This design comes from an exercise in tuning for small area and a short achievable clock period on the open sky130 flow, not from production work. No run shown here included a check of the RTL's function; only the layout flow was run. No activity file was given, so power comes from the tool's default toggle rates.

File: config.mk
export PLATFORM = sky130hd
export DESIGN_NAME = fir_16tap
export DESIGN_NICKNAME = fir_16tap
export VERILOG_FILES = /design/flow/design.v
export SDC_FILE = /design/flow/constraint.sdc
export NUM_CORES = 4
export LEC_CHECK = 0
export CAP_MARGIN = 20
export CORE_MARGIN = 2
export CORE_UTILIZATION = 65
export SLEW_MARGIN = 20
File: constraint.sdc
create_clock -name core_clock -period 12.5 [get_ports {clk}]
set_input_delay 2.5000 -clock core_clock [delete_from_list [all_inputs] [get_ports {clk}]]
set_output_delay 2.5000 -clock core_clock [all_outputs]
set_load 0.01 [all_outputs]
File: design.v
module fir_16tap (
	input  wire               clk,
	input  wire               rst,
	input  wire signed [15:0] xin,
	output wire signed [35:0] yout
);
reg  [15:0] d [1:14];            
reg  [15:0] m;                   
reg  [22:0] y;
reg  [22:0] v;
reg  [3:0]  cnt;                 
wire        mv = &cnt[3:1];      
wire [15:0] mn = mv ? {~d[14][15], d[14][14:0]} : 16'h8000;
wire [15:0] xf = {~xin[15], xin[14:0]};
wire s1 = ~m[1] ^ ~y[1] ^ 1'b1;
wire c2 = (~m[1] & ~y[1]) | (~m[1] & 1'b1) | (~y[1] & 1'b1);
wire s3 = m[0] ^ ~m[4] ^ ~y[4];
wire c4 = (m[0] & ~m[4]) | (m[0] & ~y[4]) | (~m[4] & ~y[4]);
wire s5 = m[1] ^ ~m[5] ^ ~y[5];
wire c6 = (m[1] & ~m[5]) | (m[1] & ~y[5]) | (~m[5] & ~y[5]);
wire s7 = m[2] ^ ~m[6] ^ ~y[6];
wire c8 = (m[2] & ~m[6]) | (m[2] & ~y[6]) | (~m[6] & ~y[6]);
wire s9 = m[3] ^ ~m[7] ^ ~y[7];
wire c10 = (m[3] & ~m[7]) | (m[3] & ~y[7]) | (~m[7] & ~y[7]);
wire s11 = m[4] ^ ~m[8] ^ ~y[8];
wire c12 = (m[4] & ~m[8]) | (m[4] & ~y[8]) | (~m[8] & ~y[8]);
wire s13 = m[5] ^ ~m[9] ^ ~y[9];
wire c14 = (m[5] & ~m[9]) | (m[5] & ~y[9]) | (~m[9] & ~y[9]);
wire s15 = m[6] ^ ~m[10] ^ ~y[10];
wire c16 = (m[6] & ~m[10]) | (m[6] & ~y[10]) | (~m[10] & ~y[10]);
wire s17 = m[7] ^ ~m[11] ^ ~y[11];
wire c18 = (m[7] & ~m[11]) | (m[7] & ~y[11]) | (~m[11] & ~y[11]);
wire s19 = m[8] ^ ~m[12] ^ ~y[12];
wire c20 = (m[8] & ~m[12]) | (m[8] & ~y[12]) | (~m[12] & ~y[12]);
wire s21 = m[9] ^ ~m[13] ^ ~y[13];
wire c22 = (m[9] & ~m[13]) | (m[9] & ~y[13]) | (~m[13] & ~y[13]);
wire s23 = m[10] ^ ~m[14] ^ ~y[14];
wire c24 = (m[10] & ~m[14]) | (m[10] & ~y[14]) | (~m[14] & ~y[14]);
wire s25 = m[11] ^ ~m[15] ^ ~y[15];
wire c26 = (m[11] & ~m[15]) | (m[11] & ~y[15]) | (~m[15] & ~y[15]);
wire s27 = m[12] ^ ~y[16] ^ ~mn[12];
wire c28 = (m[12] & ~y[16]) | (m[12] & ~mn[12]) | (~y[16] & ~mn[12]);
wire s29 = m[13] ^ ~y[17] ^ ~mn[13];
wire c30 = (m[13] & ~y[17]) | (m[13] & ~mn[13]) | (~y[17] & ~mn[13]);
wire s31 = m[14] ^ ~y[18] ^ ~mn[14];
wire c32 = (m[14] & ~y[18]) | (m[14] & ~mn[14]) | (~y[18] & ~mn[14]);
wire s33 = m[15] ^ ~y[19] ^ ~mn[15];
wire c34 = (m[15] & ~y[19]) | (m[15] & ~mn[15]) | (~y[19] & ~mn[15]);
wire s35 = c2 ^ ~m[2] ^ ~y[2];
wire c36 = (c2 & ~m[2]) | (c2 & ~y[2]) | (~m[2] & ~y[2]);
wire s37 = s3 ^ ~mn[0] ^ 1'b1;
wire c38 = (s3 & ~mn[0]) | (s3 & 1'b1) | (~mn[0] & 1'b1);
wire s39 = c4 ^ s5 ^ ~mn[1];
wire c40 = (c4 & s5) | (c4 & ~mn[1]) | (s5 & ~mn[1]);
wire s41 = c6 ^ s7 ^ ~mn[2];
wire c42 = (c6 & s7) | (c6 & ~mn[2]) | (s7 & ~mn[2]);
wire s43 = c8 ^ s9 ^ ~mn[3];
wire c44 = (c8 & s9) | (c8 & ~mn[3]) | (s9 & ~mn[3]);
wire s45 = c10 ^ s11 ^ ~mn[4];
wire c46 = (c10 & s11) | (c10 & ~mn[4]) | (s11 & ~mn[4]);
wire s47 = c12 ^ s13 ^ ~mn[5];
wire c48 = (c12 & s13) | (c12 & ~mn[5]) | (s13 & ~mn[5]);
wire s49 = c14 ^ s15 ^ ~mn[6];
wire c50 = (c14 & s15) | (c14 & ~mn[6]) | (s15 & ~mn[6]);
wire s51 = c16 ^ s17 ^ ~mn[7];
wire c52 = (c16 & s17) | (c16 & ~mn[7]) | (s17 & ~mn[7]);
wire s53 = c18 ^ s19 ^ ~mn[8];
wire c54 = (c18 & s19) | (c18 & ~mn[8]) | (s19 & ~mn[8]);
wire s55 = c20 ^ s21 ^ ~mn[9];
wire c56 = (c20 & s21) | (c20 & ~mn[9]) | (s21 & ~mn[9]);
wire s57 = c22 ^ s23 ^ ~mn[10];
wire c58 = (c22 & s23) | (c22 & ~mn[10]) | (s23 & ~mn[10]);
wire s59 = c24 ^ s25 ^ ~mn[11];
wire c60 = (c24 & s25) | (c24 & ~mn[11]) | (s25 & ~mn[11]);
wire s61 = c26 ^ s27 ^ 1'b1;
wire c62 = (c26 & s27) | (c26 & 1'b1) | (s27 & 1'b1);
wire s63 = c28 ^ s29 ^ 1'b1;
wire c64 = (c28 & s29) | (c28 & 1'b1) | (s29 & 1'b1);
wire s65 = c30 ^ s31 ^ 1'b1;
wire c66 = (c30 & s31) | (c30 & 1'b1) | (s31 & 1'b1);
wire s67 = c32 ^ s33 ^ 1'b1;
wire c68 = (c32 & s33) | (c32 & 1'b1) | (s33 & 1'b1);
wire s69 = c36 ^ ~m[3] ^ ~y[3];
wire c70 = (c36 & ~m[3]) | (c36 & ~y[3]) | (~m[3] & ~y[3]);
wire s71 = c68 ^ c34 ^ ~y[20];
wire c72 = (c68 & c34) | (c68 & ~y[20]) | (c34 & ~y[20]);
wire s73 = c72 ^ ~y[21] ^ 1'b1;
wire c74 = (c72 & ~y[21]) | (c72 & 1'b1) | (~y[21] & 1'b1);
wire s75 = c74 ^ ~y[22] ^ 1'b1;
wire vp76 = ~m[0] ^ ~y[0];
wire vg77 = ~m[0] & ~y[0];
wire vp78 = c70 ^ s37;
wire vg79 = c70 & s37;
wire vp80 = c38 ^ s39;
wire vg81 = c38 & s39;
wire vp82 = c40 ^ s41;
wire vg83 = c40 & s41;
wire vp84 = c42 ^ s43;
wire vg85 = c42 & s43;
wire vp86 = c44 ^ s45;
wire vg87 = c44 & s45;
wire vp88 = c46 ^ s47;
wire vg89 = c46 & s47;
wire vp90 = c48 ^ s49;
wire vg91 = c48 & s49;
wire vp92 = c50 ^ s51;
wire vg93 = c50 & s51;
wire vp94 = c52 ^ s53;
wire vg95 = c52 & s53;
wire vp96 = c54 ^ s55;
wire vg97 = c54 & s55;
wire vp98 = c56 ^ s57;
wire vg99 = c56 & s57;
wire vp100 = c58 ^ s59;
wire vg101 = c58 & s59;
wire vp102 = c60 ^ s61;
wire vg103 = c60 & s61;
wire vp104 = c62 ^ s63;
wire vg105 = c62 & s63;
wire vp106 = c64 ^ s65;
wire vg107 = c64 & s65;
wire vp108 = c66 ^ s67;
wire vg109 = c66 & s67;
wire vG110 = s1 & vg77;
wire vP111 = s69 & s35;
wire vG112 = vg81 | (vp80 & vg79);
wire vP113 = vp80 & vp78;
wire vG114 = vg85 | (vp84 & vg83);
wire vP115 = vp84 & vp82;
wire vG116 = vg89 | (vp88 & vg87);
wire vP117 = vp88 & vp86;
wire vG118 = vg93 | (vp92 & vg91);
wire vP119 = vp92 & vp90;
wire vG120 = vg97 | (vp96 & vg95);
wire vP121 = vp96 & vp94;
wire vG122 = vg101 | (vp100 & vg99);
wire vP123 = vp100 & vp98;
wire vG124 = vg105 | (vp104 & vg103);
wire vP125 = vp104 & vp102;
wire vG126 = vg109 | (vp108 & vg107);
wire vP127 = vp108 & vp106;
wire vP128 = s73 & s71;
wire vG129 = s35 & vG110;
wire vG130 = vP111 & vG110;
wire vG131 = vg83 | (vp82 & vG112);
wire vP132 = vp82 & vP113;
wire vG133 = vG114 | (vP115 & vG112);
wire vP134 = vP115 & vP113;
wire vG135 = vg91 | (vp90 & vG116);
wire vP136 = vp90 & vP117;
wire vG137 = vG118 | (vP119 & vG116);
wire vP138 = vP119 & vP117;
wire vG139 = vg99 | (vp98 & vG120);
wire vP140 = vp98 & vP121;
wire vG141 = vG122 | (vP123 & vG120);
wire vP142 = vP123 & vP121;
wire vG143 = vg107 | (vp106 & vG124);
wire vP144 = vp106 & vP125;
wire vG145 = vG126 | (vP127 & vG124);
wire vP146 = vP127 & vP125;
wire vP147 = s75 & vP128;
wire vG148 = vg79 | (vp78 & vG130);
wire vG149 = vG112 | (vP113 & vG130);
wire vG150 = vG131 | (vP132 & vG130);
wire vG151 = vG133 | (vP134 & vG130);
wire vG152 = vg95 | (vp94 & vG137);
wire vP153 = vp94 & vP138;
wire vG154 = vG120 | (vP121 & vG137);
wire vP155 = vP121 & vP138;
wire vG156 = vG139 | (vP140 & vG137);
wire vP157 = vP140 & vP138;
wire vG158 = vG141 | (vP142 & vG137);
wire vP159 = vP142 & vP138;
wire vG160 = s71 & vG145;
wire vP161 = s71 & vP146;
wire vG162 = vP128 & vG145;
wire vP163 = vP128 & vP146;
wire vG164 = vP147 & vG145;
wire vP165 = vP147 & vP146;
wire vG166 = vg87 | (vp86 & vG151);
wire vG167 = vG116 | (vP117 & vG151);
wire vG168 = vG135 | (vP136 & vG151);
wire vG169 = vG137 | (vP138 & vG151);
wire vG170 = vG152 | (vP153 & vG151);
wire vG171 = vG154 | (vP155 & vG151);
wire vG172 = vG156 | (vP157 & vG151);
wire vG173 = vG158 | (vP159 & vG151);
wire vG174 = vg103 | (vp102 & vG173);
wire vG175 = vG124 | (vP125 & vG173);
wire vG176 = vG143 | (vP144 & vG173);
wire vG177 = vG145 | (vP146 & vG173);
wire vG178 = vG160 | (vP161 & vG173);
wire vG179 = vG162 | (vP163 & vG173);
wire vG180 = vG164 | (vP165 & vG173);
wire vs181 = s1 ^ vg77;
wire vs182 = s35 ^ vG110;
wire vs183 = s69 ^ vG129;
wire vs184 = vp78 ^ vG130;
wire vs185 = vp80 ^ vG148;
wire vs186 = vp82 ^ vG149;
wire vs187 = vp84 ^ vG150;
wire vs188 = vp86 ^ vG151;
wire vs189 = vp88 ^ vG166;
wire vs190 = vp90 ^ vG167;
wire vs191 = vp92 ^ vG168;
wire vs192 = vp94 ^ vG169;
wire vs193 = vp96 ^ vG170;
wire vs194 = vp98 ^ vG171;
wire vs195 = vp100 ^ vG172;
wire vs196 = vp102 ^ vG173;
wire vs197 = vp104 ^ vG174;
wire vs198 = vp106 ^ vG175;
wire vs199 = vp108 ^ vG176;
wire vs200 = s71 ^ vG177;
wire vs201 = s73 ^ vG178;
wire vs202 = s75 ^ vG179;
wire bp203 = y[0] ^ v[1];
wire bg204 = y[0] & v[1];
wire bp205 = y[1] ^ v[2];
wire bg206 = y[1] & v[2];
wire bp207 = y[2] ^ v[3];
wire bg208 = y[2] & v[3];
wire bp209 = y[3] ^ v[4];
wire bg210 = y[3] & v[4];
wire bp211 = y[4] ^ v[5];
wire bg212 = y[4] & v[5];
wire bp213 = y[5] ^ v[6];
wire bg214 = y[5] & v[6];
wire bp215 = y[6] ^ v[7];
wire bg216 = y[6] & v[7];
wire bp217 = y[7] ^ v[8];
wire bg218 = y[7] & v[8];
wire bp219 = y[8] ^ v[9];
wire bg220 = y[8] & v[9];
wire bp221 = y[9] ^ v[10];
wire bg222 = y[9] & v[10];
wire bp223 = y[10] ^ v[11];
wire bg224 = y[10] & v[11];
wire bp225 = y[11] ^ v[12];
wire bg226 = y[11] & v[12];
wire bp227 = y[12] ^ v[13];
wire bg228 = y[12] & v[13];
wire bp229 = y[13] ^ v[14];
wire bg230 = y[13] & v[14];
wire bp231 = y[14] ^ v[15];
wire bg232 = y[14] & v[15];
wire bp233 = y[15] ^ v[16];
wire bg234 = y[15] & v[16];
wire bp235 = y[16] ^ v[17];
wire bg236 = y[16] & v[17];
wire bp237 = y[17] ^ v[18];
wire bg238 = y[17] & v[18];
wire bp239 = y[18] ^ v[19];
wire bg240 = y[18] & v[19];
wire bp241 = y[19] ^ v[20];
wire bg242 = y[19] & v[20];
wire bp243 = y[20] ^ v[21];
wire bg244 = y[20] & v[21];
wire bp245 = y[21] ^ v[22];
wire bg246 = y[21] & v[22];
wire bG247 = bg208 | (bp207 & bg206);
wire bP248 = bp207 & bp205;
wire bG249 = bg212 | (bp211 & bg210);
wire bP250 = bp211 & bp209;
wire bG251 = bg216 | (bp215 & bg214);
wire bP252 = bp215 & bp213;
wire bG253 = bg220 | (bp219 & bg218);
wire bP254 = bp219 & bp217;
wire bG255 = bg224 | (bp223 & bg222);
wire bP256 = bp223 & bp221;
wire bG257 = bg228 | (bp227 & bg226);
wire bP258 = bp227 & bp225;
wire bG259 = bg232 | (bp231 & bg230);
wire bP260 = bp231 & bp229;
wire bG261 = bg236 | (bp235 & bg234);
wire bP262 = bp235 & bp233;
wire bG263 = bg240 | (bp239 & bg238);
wire bP264 = bp239 & bp237;
wire bG265 = bg244 | (bp243 & bg242);
wire bP266 = bp243 & bp241;
wire bG267 = bg206 | (bp205 & bg204);
wire bG268 = bG247 | (bP248 & bg204);
wire bG269 = bg214 | (bp213 & bG249);
wire bP270 = bp213 & bP250;
wire bG271 = bG251 | (bP252 & bG249);
wire bP272 = bP252 & bP250;
wire bG273 = bg222 | (bp221 & bG253);
wire bP274 = bp221 & bP254;
wire bG275 = bG255 | (bP256 & bG253);
wire bP276 = bP256 & bP254;
wire bG277 = bg230 | (bp229 & bG257);
wire bP278 = bp229 & bP258;
wire bG279 = bG259 | (bP260 & bG257);
wire bP280 = bP260 & bP258;
wire bG281 = bg238 | (bp237 & bG261);
wire bP282 = bp237 & bP262;
wire bG283 = bG263 | (bP264 & bG261);
wire bP284 = bP264 & bP262;
wire bG285 = bg246 | (bp245 & bG265);
wire bP286 = bp245 & bP266;
wire bG287 = bg210 | (bp209 & bG268);
wire bG288 = bG249 | (bP250 & bG268);
wire bG289 = bG269 | (bP270 & bG268);
wire bG290 = bG271 | (bP272 & bG268);
wire bG291 = bg226 | (bp225 & bG275);
wire bP292 = bp225 & bP276;
wire bG293 = bG257 | (bP258 & bG275);
wire bP294 = bP258 & bP276;
wire bG295 = bG277 | (bP278 & bG275);
wire bP296 = bP278 & bP276;
wire bG297 = bG279 | (bP280 & bG275);
wire bP298 = bP280 & bP276;
wire bG299 = bg242 | (bp241 & bG283);
wire bP300 = bp241 & bP284;
wire bG301 = bG265 | (bP266 & bG283);
wire bP302 = bP266 & bP284;
wire bG303 = bG285 | (bP286 & bG283);
wire bP304 = bP286 & bP284;
wire bG305 = bg218 | (bp217 & bG290);
wire bG306 = bG253 | (bP254 & bG290);
wire bG307 = bG273 | (bP274 & bG290);
wire bG308 = bG275 | (bP276 & bG290);
wire bG309 = bG291 | (bP292 & bG290);
wire bG310 = bG293 | (bP294 & bG290);
wire bG311 = bG295 | (bP296 & bG290);
wire bG312 = bG297 | (bP298 & bG290);
wire bG313 = bg234 | (bp233 & bG312);
wire bG314 = bG261 | (bP262 & bG312);
wire bG315 = bG281 | (bP282 & bG312);
wire bG316 = bG283 | (bP284 & bG312);
wire bG317 = bG299 | (bP300 & bG312);
wire bG318 = bG301 | (bP302 & bG312);
wire bG319 = bG303 | (bP304 & bG312);
wire bs320 = bp205 ^ bg204;
wire bs321 = bp207 ^ bG267;
wire bs322 = bp209 ^ bG268;
wire bs323 = bp211 ^ bG287;
wire bs324 = bp213 ^ bG288;
wire bs325 = bp215 ^ bG289;
wire bs326 = bp217 ^ bG290;
wire bs327 = bp219 ^ bG305;
wire bs328 = bp221 ^ bG306;
wire bs329 = bp223 ^ bG307;
wire bs330 = bp225 ^ bG308;
wire bs331 = bp227 ^ bG309;
wire bs332 = bp229 ^ bG310;
wire bs333 = bp231 ^ bG311;
wire bs334 = bp233 ^ bG312;
wire bs335 = bp235 ^ bG313;
wire bs336 = bp237 ^ bG314;
wire bs337 = bp239 ^ bG315;
wire bs338 = bp241 ^ bG316;
wire bs339 = bp243 ^ bG317;
wire bs340 = bp245 ^ bG318;
wire [22:0] bsum341 = {bs340,bs339,bs338,bs337,bs336,bs335,bs334,bs333,bs332,bs331,bs330,bs329,bs328,bs327,bs326,bs325,bs324,bs323,bs322,bs321,bs320,bp203,v[0]};
wire yp342 = bsum341[0] ^ xf[0];
wire yg343 = bsum341[0] & xf[0];
wire yp344 = bsum341[1] ^ xf[1];
wire yg345 = bsum341[1] & xf[1];
wire yp346 = bsum341[2] ^ xf[2];
wire yg347 = bsum341[2] & xf[2];
wire yp348 = bsum341[3] ^ xf[3];
wire yg349 = bsum341[3] & xf[3];
wire yp350 = bsum341[4] ^ xf[4];
wire yg351 = bsum341[4] & xf[4];
wire yp352 = bsum341[5] ^ xf[5];
wire yg353 = bsum341[5] & xf[5];
wire yp354 = bsum341[6] ^ xf[6];
wire yg355 = bsum341[6] & xf[6];
wire yp356 = bsum341[7] ^ xf[7];
wire yg357 = bsum341[7] & xf[7];
wire yp358 = bsum341[8] ^ xf[8];
wire yg359 = bsum341[8] & xf[8];
wire yp360 = bsum341[9] ^ xf[9];
wire yg361 = bsum341[9] & xf[9];
wire yp362 = bsum341[10] ^ xf[10];
wire yg363 = bsum341[10] & xf[10];
wire yp364 = bsum341[11] ^ xf[11];
wire yg365 = bsum341[11] & xf[11];
wire yp366 = bsum341[12] ^ xf[12];
wire yg367 = bsum341[12] & xf[12];
wire yp368 = bsum341[13] ^ xf[13];
wire yg369 = bsum341[13] & xf[13];
wire yp370 = bsum341[14] ^ xf[14];
wire yg371 = bsum341[14] & xf[14];
wire yp372 = bsum341[15] ^ xf[15];
wire yg373 = bsum341[15] & xf[15];
wire yG374 = yg345 | (yp344 & yg343);
wire yG375 = yg349 | (yp348 & yg347);
wire yP376 = yp348 & yp346;
wire yG377 = yg353 | (yp352 & yg351);
wire yP378 = yp352 & yp350;
wire yG379 = yg357 | (yp356 & yg355);
wire yP380 = yp356 & yp354;
wire yG381 = yg361 | (yp360 & yg359);
wire yP382 = yp360 & yp358;
wire yG383 = yg365 | (yp364 & yg363);
wire yP384 = yp364 & yp362;
wire yG385 = yg369 | (yp368 & yg367);
wire yP386 = yp368 & yp366;
wire yG387 = yg373 | (yp372 & yg371);
wire yP388 = yp372 & yp370;
wire yP389 = bsum341[17] & bsum341[16];
wire yP390 = bsum341[19] & bsum341[18];
wire yP391 = bsum341[21] & bsum341[20];
wire yG392 = yg347 | (yp346 & yG374);
wire yG393 = yG375 | (yP376 & yG374);
wire yG394 = yg355 | (yp354 & yG377);
wire yP395 = yp354 & yP378;
wire yG396 = yG379 | (yP380 & yG377);
wire yP397 = yP380 & yP378;
wire yG398 = yg363 | (yp362 & yG381);
wire yP399 = yp362 & yP382;
wire yG400 = yG383 | (yP384 & yG381);
wire yP401 = yP384 & yP382;
wire yG402 = yg371 | (yp370 & yG385);
wire yP403 = yp370 & yP386;
wire yG404 = yG387 | (yP388 & yG385);
wire yP405 = yP388 & yP386;
wire yP406 = bsum341[18] & yP389;
wire yP407 = yP390 & yP389;
wire yP408 = bsum341[22] & yP391;
wire yG409 = yg351 | (yp350 & yG393);
wire yG410 = yG377 | (yP378 & yG393);
wire yG411 = yG394 | (yP395 & yG393);
wire yG412 = yG396 | (yP397 & yG393);
wire yG413 = yg367 | (yp366 & yG400);
wire yP414 = yp366 & yP401;
wire yG415 = yG385 | (yP386 & yG400);
wire yP416 = yP386 & yP401;
wire yG417 = yG402 | (yP403 & yG400);
wire yP418 = yP403 & yP401;
wire yG419 = yG404 | (yP405 & yG400);
wire yP420 = yP405 & yP401;
wire yP421 = bsum341[20] & yP407;
wire yP422 = yP391 & yP407;
wire yP423 = yP408 & yP407;
wire yG424 = yg359 | (yp358 & yG412);
wire yG425 = yG381 | (yP382 & yG412);
wire yG426 = yG398 | (yP399 & yG412);
wire yG427 = yG400 | (yP401 & yG412);
wire yG428 = yG413 | (yP414 & yG412);
wire yG429 = yG415 | (yP416 & yG412);
wire yG430 = yG417 | (yP418 & yG412);
wire yG431 = yG419 | (yP420 & yG412);
wire yG432 = bsum341[16] & yG431;
wire yG433 = yP389 & yG431;
wire yG434 = yP406 & yG431;
wire yG435 = yP407 & yG431;
wire yG436 = yP421 & yG431;
wire yG437 = yP422 & yG431;
wire yG438 = yP423 & yG431;
wire ys439 = yp344 ^ yg343;
wire ys440 = yp346 ^ yG374;
wire ys441 = yp348 ^ yG392;
wire ys442 = yp350 ^ yG393;
wire ys443 = yp352 ^ yG409;
wire ys444 = yp354 ^ yG410;
wire ys445 = yp356 ^ yG411;
wire ys446 = yp358 ^ yG412;
wire ys447 = yp360 ^ yG424;
wire ys448 = yp362 ^ yG425;
wire ys449 = yp364 ^ yG426;
wire ys450 = yp366 ^ yG427;
wire ys451 = yp368 ^ yG428;
wire ys452 = yp370 ^ yG429;
wire ys453 = yp372 ^ yG430;
wire ys454 = bsum341[16] ^ yG431;
wire ys455 = bsum341[17] ^ yG432;
wire ys456 = bsum341[18] ^ yG433;
wire ys457 = bsum341[19] ^ yG434;
wire ys458 = bsum341[20] ^ yG435;
wire ys459 = bsum341[21] ^ yG436;
wire ys460 = bsum341[22] ^ yG437;
wire [22:0] y_n = {ys460,ys459,ys458,ys457,ys456,ys455,ys454,ys453,ys452,ys451,ys450,ys449,ys448,ys447,ys446,ys445,ys444,ys443,ys442,ys441,ys440,ys439,yp342};
wire [22:0] v_n = {vs202,vs201,vs200,vs199,vs198,vs197,vs196,vs195,vs194,vs193,vs192,vs191,vs190,vs189,vs188,vs187,vs186,vs185,vs184,vs183,vs182,vs181,vp76};
integer k;
always @(posedge clk) begin
	d[1] <= xin;
	for (k = 2; k <= 14; k = k + 1)
		d[k] <= d[k-1];
end
always @(posedge clk) begin
	if (rst) begin
		cnt <= 4'd0;
		m   <= 16'h8000;
		y   <= 23'd0;
		v   <= 23'h7f8000;
	end else begin
		if (!(&cnt))
			cnt <= cnt + 4'd1;
		m   <= mn;
		y   <= y_n;
		v   <= v_n;
	end
end
assign yout = {{13{y[22]}}, y};
endmodule
File: flow/run.sh
#!/bin/bash
# The standard layout, with a tighter setup target for timing repair, small
# port buffers and a clock tree of small buffers without dummy loads.
# make's output goes to make.log.
set -euo pipefail
bash standard.sh \
  SETUP_SLACK_MARGIN=8.8 \
  "BUFFER_PORTS_ARGS=-buffer_cell sky130_fd_sc_hd__buf_2" \
  "CTS_ARGS=-sink_clustering_enable -repair_clock_nets -dont_use_dummy_load -buf_list {sky130_fd_sc_hd__clkbuf_8} -sink_clustering_size 20 -sink_clustering_max_diameter 50" \
  finish > make.log 2>&1
File: standard.sh
#!/bin/bash
# synth_recipe.tcl (not shown) runs the flow's synth.tcl, then flattens the netlist and writes it again
# the make line also repeats each setting of config.mk as NAME=value (left out here)
make -C /OpenROAD-flow-scripts/flow DESIGN_CONFIG=/design/flow/config.mk WORK_HOME=/design/flow/orfs CLKGATE_MAP_FILE= SYNTH_SCRIPT=/design/flow/synth_recipe.tcl "${@:-finish}"
==> impl_metrics.ini, run 1 <==
[hold_path]
worstHoldPathCells = 0
hold_path_startpoint = d[1][1]
min_to = d[2][1]
hp-class = reg2reg

[routing]
firstDrtPassIters = 4
drt_iter0_drc = 179
ant_nets = 0
wl_per_cell_um = 15.21
routed_wl_um = 15890
dr_total_vias = 5295
vias_per_cell = 5.067
drc = 0

[clocking]
h-tree-depth = 1
cts-hold-fix-buffers = 0
clk_path_buf_depth = 3
clock-sinks = 290
clock-root-buffer = clkbuf_8
clk_pin_slew_ns = 0.11
cts_made_buffers = 24
clk_latency_ns = 0.53
cts_tree = yes

[worst_setup_path]
crit_chain = buf_8 -> ha_4 -> fa_2 -> a211oi_4 -> o21ai_2 -> a21oi_2 -> nor3_2 -> o31ai_4 -> nand3b_4 -> a211oi_2 -> a211oi_2 -> mux2_1
required_ns = 12.88
critPathKind = in2reg
r2r_start = y[2]
crit_arrival_ns = 4.87
max_stage_delay_ns = 0.37
reg2reg_slack_ns = 8.20
r2r_end = y[21]
slowest_stage = fa_2
path_common_cell = a211oi_2
cp-start-kind = primary input
crit_path_end_kind = register
reg2reg_depth = 19
path_max_fanout = 3

[sta]
clock.fmax_ghz = 0.2228
fin_crit_ns = 4.489
slew_violations = 0
fin_setup_tns_ns = 0
finClkSkew_ns = 0.05355
hold_violations = 0
setup_violations = 0
slew_headroom_pct = 47.96
worstMarginPinSlew_ns = 0.7806
grt_setup_unrepaired = yes
period_share_pct = 35.91

[floorplan]
die-area_um2 = 15920
fp.coreArea_um2 = 14530
rows = 44
ios = 54
start_util_pct = 66.77
fp.dieH_um = 126.2
fp.dieW_um = 126.2

[final_layout]
n_fill_cell = 1005
final_common_cell = dfxtp_1
diodes = 0
layout_common_cells = dfxtp_1, inv_1, ha_1
area_delta_synth_final_pct = 11.33
stdcell_area_um2 = 10800
drive_gt1_share_pct = 19.16
fin_cells = 1045
nets = 986

[place]
dpl-instance-area_um2 = 10110
place_hpwl_um = 11230
portBuffers = 53
place_congestion = 0.8388
dp_cells = 1006

[yosys]
syn_inst = 790
synth_cell_types = 59
async_flop_share_pct = 0
ys.flop_type = dfxtp_1
synth_edf_count = 0
synth_top_area_share_pct = 59.82
synth-seq-cells = 290
yosys.area.top_type = dfxtp_1
ys_seq_area_share_pct = 59.82
syn_area_per_cell_um2 = 12.28
ys_top_cells_by_area = dfxtp_1, fa_1, ha_1, inv_1, nor2_1
yosys_warnings = 2
synth_nets = 913
syn-cell-area_um2 = 9704

[job]
cap_violations = 0

[grt]
grt_max_degree = 68
grt_pass1_vias = 5506
track_usage_pct = 20.27
grt_overflow = 0
antenna_found_initial = 0
grt_pass1_wl_um = 26070

[outcome]
status = timing/DRC/antenna clean

[pwr]
ir_drop_uv = 158.9
p_leak_uw = 0.004826
power_uw = 3049
p_per_area_nw_per_um2 = 282.2
-- registers in the layout, summed over array words and instances (netlist names) --
register and flops:
cnt 4, y 23, m 16, v 23, d 224
-- per-stage QoR --
step	setup slack (ns)	utilization (%)	hold WS, ns
after global routing	7.955	74.34	0.3062
after floorplan	7.805	-	0.3096
after detailed placement	7.282	69.59	0.3121
after CTS	7.916	72.80	0.3016
final	8.011	74.34	0.2968
after global placement	7.401	69.59	0.3095
-- synth_stat cells (2+ instances only) --
| library cell | n |
|---|---|
| nand2b_1 | 7 |
| fa_1 | 41 |
| nor3b_1 | 3 |
| o21a_1 | 10 |
| a21oi_1 | 20 |
| o21ai_2 | 3 |
| a31o_2 | 2 |
| o211ai_1 | 2 |
| nor4_1 | 2 |
| o21bai_1 | 4 |
| xnor2_1 | 16 |
| clkbuf_1 | 8 |
| nand3_1 | 7 |
| a2111o_1 | 2 |
| and2_1 | 12 |
| a211oi_1 | 3 |
| nor2_1 | 55 |
| nand3b_1 | 2 |
| a211oi_2 | 2 |
| and3_1 | 2 |
| a21o_1 | 8 |
| and4_1 | 2 |
| ha_1 | 64 |
| xor2_1 | 19 |
| a31oi_1 | 3 |
| buf_4 | 13 |
| nor3_1 | 18 |
| dfxtp_1 | 290 |
| nor2b_1 | 16 |
| nand2_1 | 22 |
| o2111ai_1 | 2 |
| inv_1 | 87 |
| or3_1 | 3 |
| o21ai_0 | 15 |
-- where the power goes --
group          internal (µW)  leakage [µW]  total, µW  switching [µW]
logic                    713       0.00221       1520             808
clock network            172      0.000173        431             259
registers               1030       0.00244       1100            63.3
-- worst max-delay path by stage --
stage / slack [ns] / endpoint / cells past startpoint / startpoint
detailed placement: 7.28 / y[21] / 12 / xin[0]
finish: 8.01 / y[21] / 12 / xin[0]
CTS: 7.92 / y[21] / 12 / xin[0]
global placement: 7.40 / y[21] / 12 / xin[0]
floorplan: 7.81 / y[16] / 12 / xin[0]
global route: 7.96 / y[21] / 12 / xin[0]
-- area by class of cell --
type	count	area, µm²	area share, %
clock buffers	24	330.3	3.057
repair buffers	69	417.9	3.868
inverters	87	326.6	3.023
flip-flops and latches	290	5819	53.86
well taps	184	230.2	2.131
multi-input cells	391	3680	34.06
-- cells by family (layout without fill, tap and decap cells) --
logic type	Yosys count	in the layout	synth area share, %
adder cells (fa/ha/maj)	105	105	16.71
multiplexers	2	2	0.2192
flip-flops	290	290	59.82
buffers and inverters	109	180	4.796
XOR/XNOR	36	36	3.326
AND/OR/NAND/NOR	160	160	8.355
AO/OA/AOI/OAI	88	88	6.769
-- routing by layer --
layer / vias to the layer above / share of wire, % / wire, µm / track usage, %
li1: 2671 / - / - / -
met1: 2516 / 49 / 7721 / 28.13
met2: 83 / 46 / 7369 / 33.84
met3: 25 / 3.2 / 508 / 2.591
met4: 0 / 1.8 / 293 / 5.753
met5: - / 0 / 0 / 0
-- worst max-delay path: cells and delay by family --
kind,cells,cell delay [ns]
buffers and inverters,1,0.10
AND/OR/NAND/NOR,2,0.29
AO/OA/AOI/OAI,6,1.11
multiplexers,1,0.34
adder cells (fa/ha/maj),2,0.52
-- timing repair --
item	CTS	global route
setup endpoints to repair	41	28
buffers inserted	8	7
gates cloned	0	0
resized for setup	18	45
pin swaps	13	22
==> run 2: changes to the inputs <==
==> flow/run.sh (replaced) <==
#!/bin/bash
# The standard layout, with a tighter setup target for timing repair, small
# port buffers and no dummy clock loads.  make's output goes to make.log.
set -euo pipefail
bash standard.sh \
  SETUP_SLACK_MARGIN=8.8 \
  "BUFFER_PORTS_ARGS=-buffer_cell sky130_fd_sc_hd__buf_2" \
  "CTS_ARGS=-sink_clustering_enable -repair_clock_nets -dont_use_dummy_load" \
  finish > make.log 2>&1
--- a/config.mk
+++ b/config.mk
@@ -9,3 +9,3 @@
 export CORE_MARGIN = 2
-export CORE_UTILIZATION = 65
+export CORE_UTILIZATION = 40
 export SLEW_MARGIN = 20
==> run 2 against run 1 <==
Compared with the run above: combinational power barely moved; non-clock buffer count rose by 6; clock skew fell by 0.017 ns; synthesized cell count did not move; final cell count rose by 14%; highest routed layer unchanged.
==> impl_metrics.ini, run 2 <==
[worst_setup_path]
path_delay_family = compound AO/OA/AOI/OAI gates
crit_path_end_kind = register
slowest_stage = fa_2
r2r_end = y[16]
crit_arrival_ns = 4.79
r2r_start = y[2]
path_max_fanout = 3
reg2reg_depth = 18
reg2reg_slack_ns = 8.29
crit_chain = buf_8 -> ha_4 -> fa_2 -> a211oi_4 -> o21ai_2 -> a21oi_4 -> nor3b_2 -> o21a_1 -> nor2_2 -> o21ai_2 -> a21o_1 -> ha_4 -> nor2b_1
critPathKind = in2reg
max_stage_delay_ns = 0.38
required_ns = 12.87
worst-path-buf-inv = 1
cp-start-kind = primary input

[routing]
dr_total_vias = 5225
vias_per_cell = 4.369
routed_wl_um = 15500
firstDrtPassIters = 4
drt_iter0_drc = 136
wl_per_cell_um = 12.96
ant_nets = 0
drc = 0

[place]
place_ws_ns = 7.340
dp_cells = 1146
portBuffers = 53
dpl-instance-area_um2 = 10290
place_hpwl_um = 10640
place_congestion = 0.8006

[final_layout]
drive_gt1_share_pct = 19.15
layout_common_cells = dfxtp_1, inv_1, ha_1
largest_reg_flops = 224
nets = 997
n_fill_cell = 2154
diodes = 0
largestRegisters = d x224, v x23, y x23
final_common_cell = dfxtp_1
fin_cells = 1196
area_delta_synth_final_pct = 17.57
largest-register = d
stdcell_area_um2 = 11410

[pwr]
power_frac_clock_pct = 21.2
seq_power_share_pct = 32.9
ir_drop_uv = 141.7
p_switching_uw = 1169
p_per_area_nw_per_um2 = 292.5
switching_share_pct = 35.03
power_frac_comb_pct = 45.9
p_leak_uw = 0.005020
power_uw = 3338
p_int_uw = 2168

[clocking]
clk_path_buf_depth = 3
h-tree-depth = 1
clock-sinks = 290
clk_pin_slew_ns = 0.06
cts_made_buffers = 29
cts-hold-fix-buffers = 0
cts_tree = yes
clk_latency_ns = 0.54
clock-root-buffer = clkbuf_16

[hold_path]
hold_path_startpoint = d[11][2]
hp-class = reg2reg
worstHoldPathCells = 0
min_to = d[12][2]

[yosys]
syn-cell-area_um2 = 9704
syn_inst = 790
synth_top_area_share_pct = 59.82
synth_most_common_cell = dfxtp_1
synth_edf_count = 0
synthAdderAreaFrac_pct = 16.71
synthMuxAreaShare_pct = 0.2192
synth-seq-cells = 290
synth_nets = 913
synth_common_cells = dfxtp_1, inv_1, ha_1
ys_top_cells_by_area = dfxtp_1, fa_1, ha_1, inv_1, nor2_1
synth_cell_types = 59
syn_area_per_cell_um2 = 12.28
async_flop_share_pct = 0
yosys_warnings = 2
ys.flop_type = dfxtp_1
ys_seq_area_share_pct = 59.82
synth-xor-area-share_pct = 3.326
yosys.area_share.simple_pct = 8.355
yosys.area.top_type = dfxtp_1
synth_compound_area_share_pct = 6.769
synth_top_family_by_area = adder cells

[floorplan]
rows = 57
fp.coreArea_um2 = 24030
fp.dieH_um = 159.8
die-area_um2 = 25520
ios = 54
start_util_pct = 40.38
fp.dieW_um = 159.8

[sta]
fin_setup_tns_ns = 0
hold_violations = 0
slew_headroom_pct = 49.38
finClkSkew_ns = 0.03675
finalWorstSetupSlack_ns = 8.080
clock.fmax_ghz = 0.2263
period_share_pct = 35.36
setup_violations = 0
worstMarginPinSlew_ns = 0.7593
slew_violations = 0
grt_setup_unrepaired = yes
fin_crit_ns = 4.420

[grt]
grt_pass1_vias = 5276
grt_pass1_wl_um = 26000
grt_overflow = 0
antenna_found_initial = 0
grt_max_degree = 68
track_usage_pct = 12.62

[outcome]
status = timing/DRC/antenna clean

[job]
cap_violations = 0
==> run 2: worst max-delay path by stage <==
| stage | cells after the start | end | slack [ns] | start |
|---|---|---|---|---|
| global route | 14 | y[17] | 7.98 | xin[0] |
| global placement | 14 | y[17] | 7.38 | xin[0] |
| finish | 13 | y[16] | 8.08 | xin[0] |
| detailed placement | 12 | y[21] | 7.34 | xin[0] |
| floorplan | 12 | y[16] | 7.81 | xin[0] |
| CTS | 12 | y[21] | 8.08 | xin[0] |
==> run 2: cell families after synthesis <==
| logic type | Yosys count |
|---|---|
| and+or+nand+nor | 160 |
| AOI/OAI and AO/OA | 88 |
| buffers and inverters | 109 |
| xor gates and xnor gates | 36 |
| muxes | 2 |
| DFF | 290 |
| adders and majority gates | 105 |
==> run 2: stage by stage <==
step	util [%]	hold slack, ns
after floorplan	-	0.3096
after global placement	42.81	0.3101
after detailed placement	42.81	0.3121
after CTS	46.85	0.2876
after global routing	47.47	0.2846
final	47.47	0.2871
==> run 2: layer usage <==
layer,up-vias,GRT usage (%),part of all wire [%],routed length [µm]
li1,2696,-,-,-
met1,2431,17.27,50,7714
met2,65,20.01,44,6819
met3,33,2.571,3.8,592
met4,0,4.298,2.4,371
met5,-,0,0,0
==> run 2: layout make-up <==
class	count	area, µm²	share of cell area, %
multi-input combinational	391	3684	32.28
clock buffer	29	725.7	6.360
tap	324	405.4	3.553
inverter	87	326.6	2.862
sequential	290	5817	50.98
timing repair buffer	75	451.7	3.959
==> run 2: repair_timing <==
item | in CTS | in global routing
pin swaps | 17 | 14
cloned | 0 | 0
resized for setup | 29 | 24
buffers inserted | 15 | 6
endpoints found under the setup margin | 38 | 31
==> run 2: power groups by stage <==
| stage | clock (µW) | combinational [µW] | sequential (µW) |
|---|---|---|---|
| finish | 709 | 1530 | 1100 |
| global route | 775 | 1740 | 1110 |
| CTS | 735 | 1450 | 1100 |
| detailed placement | 0 | 1290 | 1110 |
| global placement | 0 | 1280 | 1110 |
| floorplan | 0 | 1050 | 1100 |
==> run 2: worst reg2reg max path, stage by stage (launching register included) <==
cell and delay, ns:
dfxtp_2 0.35, ha_1 0.34, o211ai_1 0.22, o21ai_2 0.12
and2_1 0.20, a21oi_1 0.14, inv_1 0.07, fa_1 0.37
xor2_1 0.18, ha_1 0.33, a2111o_1 0.46, a21oi_4 0.18
nor3b_2 0.08, o21a_1 0.24, nor2_2 0.12, o21ai_2 0.09
a21o_1 0.18, ha_4 0.23, nor2b_1 0.13
==> run 3: changes to the inputs <==
--- a/config.mk
+++ b/config.mk
@@ -10,2 +10,5 @@
 export CORE_UTILIZATION = 40
+export CTS_BUF_LIST = sky130_fd_sc_hd__clkbuf_4 sky130_fd_sc_hd__clkbuf_8
+export CTS_CLUSTER_DIAMETER = 80
+export CTS_CLUSTER_SIZE = 30
 export SLEW_MARGIN = 20
==> run 3 against run 2 <==
Compared with the run above: hold slack stayed put; global-route usage stayed put; synthesized area stayed put; still clean on timing, DRC and antenna; largest power group unchanged; largest cell class unchanged.
==> impl_metrics.ini, run 3 <==
[clocking]
clk_pin_slew_ns = 0.06
cts_tree = yes
cts_made_buffers = 29
clk_latency_ns = 0.54
h-tree-depth = 1
cts-hold-fix-buffers = 0
clock-sinks = 290
clock-root-buffer = clkbuf_16
clk_path_buf_depth = 3

[final_layout]
final_common_cell = dfxtp_1
layout_common_cells = dfxtp_1, inv_1, ha_1
diodes = 0
fin_cells = 1196
largestRegisters = d x224, v x23, y x23
stdcell_area_um2 = 11410
area_delta_synth_final_pct = 17.57
largest_reg_flops = 224
drive_gt1_share_pct = 19.15
fin_util_pct = 47.47
nets = 997
largest-register = d

[grt]
grt_pass1_wl_um = 26000
grt_pass1_vias = 5276
track_usage_pct = 12.62
grt_max_degree = 68
grt_overflow = 0
antenna_found_initial = 0

[yosys]
synthMuxAreaShare_pct = 0.2192
yosys_warnings = 2
synth-seq-cells = 290
synth_cell_types = 59
ys.flop_type = dfxtp_1
yosys.area_share.simple_pct = 8.355
async_flop_share_pct = 0
ys_seq_area_share_pct = 59.82
syn_inst = 790
synthAdderAreaFrac_pct = 16.71
synth_edf_count = 0
synth_nets = 913
synth-xor-area-share_pct = 3.326
syn_area_per_cell_um2 = 12.28
synth_common_cells = dfxtp_1, inv_1, ha_1
ys_top_cells_by_area = dfxtp_1, fa_1, ha_1, inv_1, nor2_1
synth_compound_area_share_pct = 6.769
yosys.area.top_type = dfxtp_1
synth_top_area_share_pct = 59.82
synth_top_family_by_area = adder cells
syn-cell-area_um2 = 9704
synth_most_common_cell = dfxtp_1

[place]
place_congestion = 0.8006
place_hpwl_um = 10640
dp_cells = 1146
dpl-instance-area_um2 = 10290
portBuffers = 53

[sta]
fin_setup_tns_ns = 0
finClkSkew_ns = 0.03675
period_share_pct = 35.36
worstMarginPinSlew_ns = 0.7593
slew_headroom_pct = 49.38
clock.fmax_ghz = 0.2263
fin_crit_ns = 4.420
setup_violations = 0
slew_violations = 0
hold_violations = 0
grt_setup_unrepaired = yes

[floorplan]
start_util_pct = 40.38
fp.dieW_um = 159.8
ios = 54
fp.dieH_um = 159.8
die-area_um2 = 25520
fp.coreArea_um2 = 24030
rows = 57

[routing]
wl_per_cell_um = 12.96
drc = 0
routed_wl_um = 15500
drt_iter0_drc = 136
firstDrtPassIters = 4
dr_total_vias = 5225
vias_per_cell = 4.369
ant_nets = 0

[pwr]
p_per_area_nw_per_um2 = 292.5
power_frac_comb_pct = 45.9
p_switching_uw = 1169
p_leak_uw = 0.005020
switching_share_pct = 35.03
seq_power_share_pct = 32.9
ir_drop_uv = 141.7
p_int_uw = 2168
power_frac_clock_pct = 21.2

[worst_setup_path]
crit_arrival_ns = 4.79
cp-start-kind = primary input
crit_chain = buf_8 -> ha_4 -> fa_2 -> a211oi_4 -> o21ai_2 -> a21oi_4 -> nor3b_2 -> o21a_1 -> nor2_2 -> o21ai_2 -> a21o_1 -> ha_4 -> nor2b_1
worst-path-buf-inv = 1
critPathKind = in2reg
required_ns = 12.87
slowest_stage = fa_2
path_delay_family = compound AO/OA/AOI/OAI gates
crit_path_end_kind = register
max_stage_delay_ns = 0.38
path_max_fanout = 3

[job]
cap_violations = 0

[hold_path]
hp-class = reg2reg

[outcome]
status = timing/DRC/antenna clean
==> run 3: cell counts after synthesis <==
Identical to the previous run, type by type.
==> run 3: final timing paths <==
| path | cells past startpoint | startpoint | endpoint | slack, ns |
|---|---|---|---|---|
| setup / recovery | 13 | xin[0] | y[16] | 8.08 |
| hold / removal | 0 | d[11][2] | d[12][2] | 0.29 |
| setup reg to reg | 18 | y[2] | y[16] | 8.29 |
| hold reg to reg | 0 | d[11][2] | d[12][2] | 0.29 |
==> run 3: what timing repair did <==
| action | 4_1_cts | 5_1_grt |
|---|---|---|
| endpoints found under the setup margin | 38 | 31 |
| pin swaps | 17 | 14 |
| setup buffers | 15 | 6 |
| resized for setup | 29 | 24 |
==> run 3: worst reg2reg max path: stages (launching register included) <==
cell and delay (ns):
dfxtp_2 0.35, ha_1 0.34, o211ai_1 0.22, o21ai_2 0.12, and2_1 0.20, a21oi_1 0.14
inv_1 0.07, fa_1 0.37, xor2_1 0.18, ha_1 0.33, a2111o_1 0.46, a21oi_4 0.18
nor3b_2 0.08, o21a_1 0.24, nor2_2 0.12, o21ai_2 0.09, a21o_1 0.18, ha_4 0.23
nor2b_1 0.13
==> run 3: per-stage QoR <==
stage	power [µW]	worst slack (ns)	hold WS, ns
6_report	3338	8.080	0.2871
5_1_grt	3626	7.983	0.2846
4_1_cts	3285	8.081	0.2876
3_5_place_dp	2398	7.340	0.3121
3_3_place_gp	2392	7.378	0.3101
2_1_floorplan	2152	7.805	0.3096
==> run 3: layout make-up <==
cell class	count	area (µm²)
fillers	2154	12620
flip-flops and latches	290	5817
multi-input cells	391	3684
clock buffers	29	725.7
repair buffers	75	451.7
well taps	324	405.4
inverters	87	326.6
==> run 3: power groups by stage <==
stage / Clock (µW) / Combinational [µW] / Sequential, µW
2_1_floorplan: 0 / 1050 / 1100
3_3_place_gp: 0 / 1280 / 1110
3_5_place_dp: 0 / 1290 / 1110
4_1_cts: 735 / 1450 / 1100
5_1_grt: 775 / 1740 / 1110
6_report: 709 / 1530 / 1100
==> run 3: logic make-up after synthesis <==
kind of cell / after synthesis
adders and majority gates: 105
DFF: 290
buffers and inverters: 109
AOI/OAI and AO/OA: 88
muxes: 2
and+or+nand+nor: 160
xor gates and xnor gates: 36
==> run 3: metal layers <==
metal  global-route usage, %  share of wire (%)  routed length, µm
met1                   17.27                 50               7714
met5                       0                  0                  0
met2                   20.01                 44               6819
met3                   2.571                3.8                592
met4                   4.298                2.4                371

## what the ideal ports hide
How much do the figures lean on ideal ports? The routed layouts below were timed once more, with nothing changed but the port constraints. Step 1, drivers: a clkbuf_16 drives clk and a buf_2 each remaining input, both assumed. Step 2 moves the port delays by t, midway between the first and last clock arrival at a register: inputs arrive t later, outputs are due t later. That takes back most of the time a late clock gives input paths. a / b / c = no drivers / after step 1 / after step 2; a / b = the first two.
run | shift t [ns] | setup WS [ns] | clock arrival spread, ns | worst slew at a driven data input, ns
run 1 | 0.549 | 8.011 / 8.012 / 7.463 | 0.058 / 0.058 | 0.05
run 2 | 0.572 | 8.080 / 8.090 / 7.518 | 0.037 / 0.037 | 0.05
run 3 | 0.572 | 8.080 / 8.090 / 7.518 | 0.037 / 0.037 | 0.05
After both steps setup and hold are still met in every run listed.
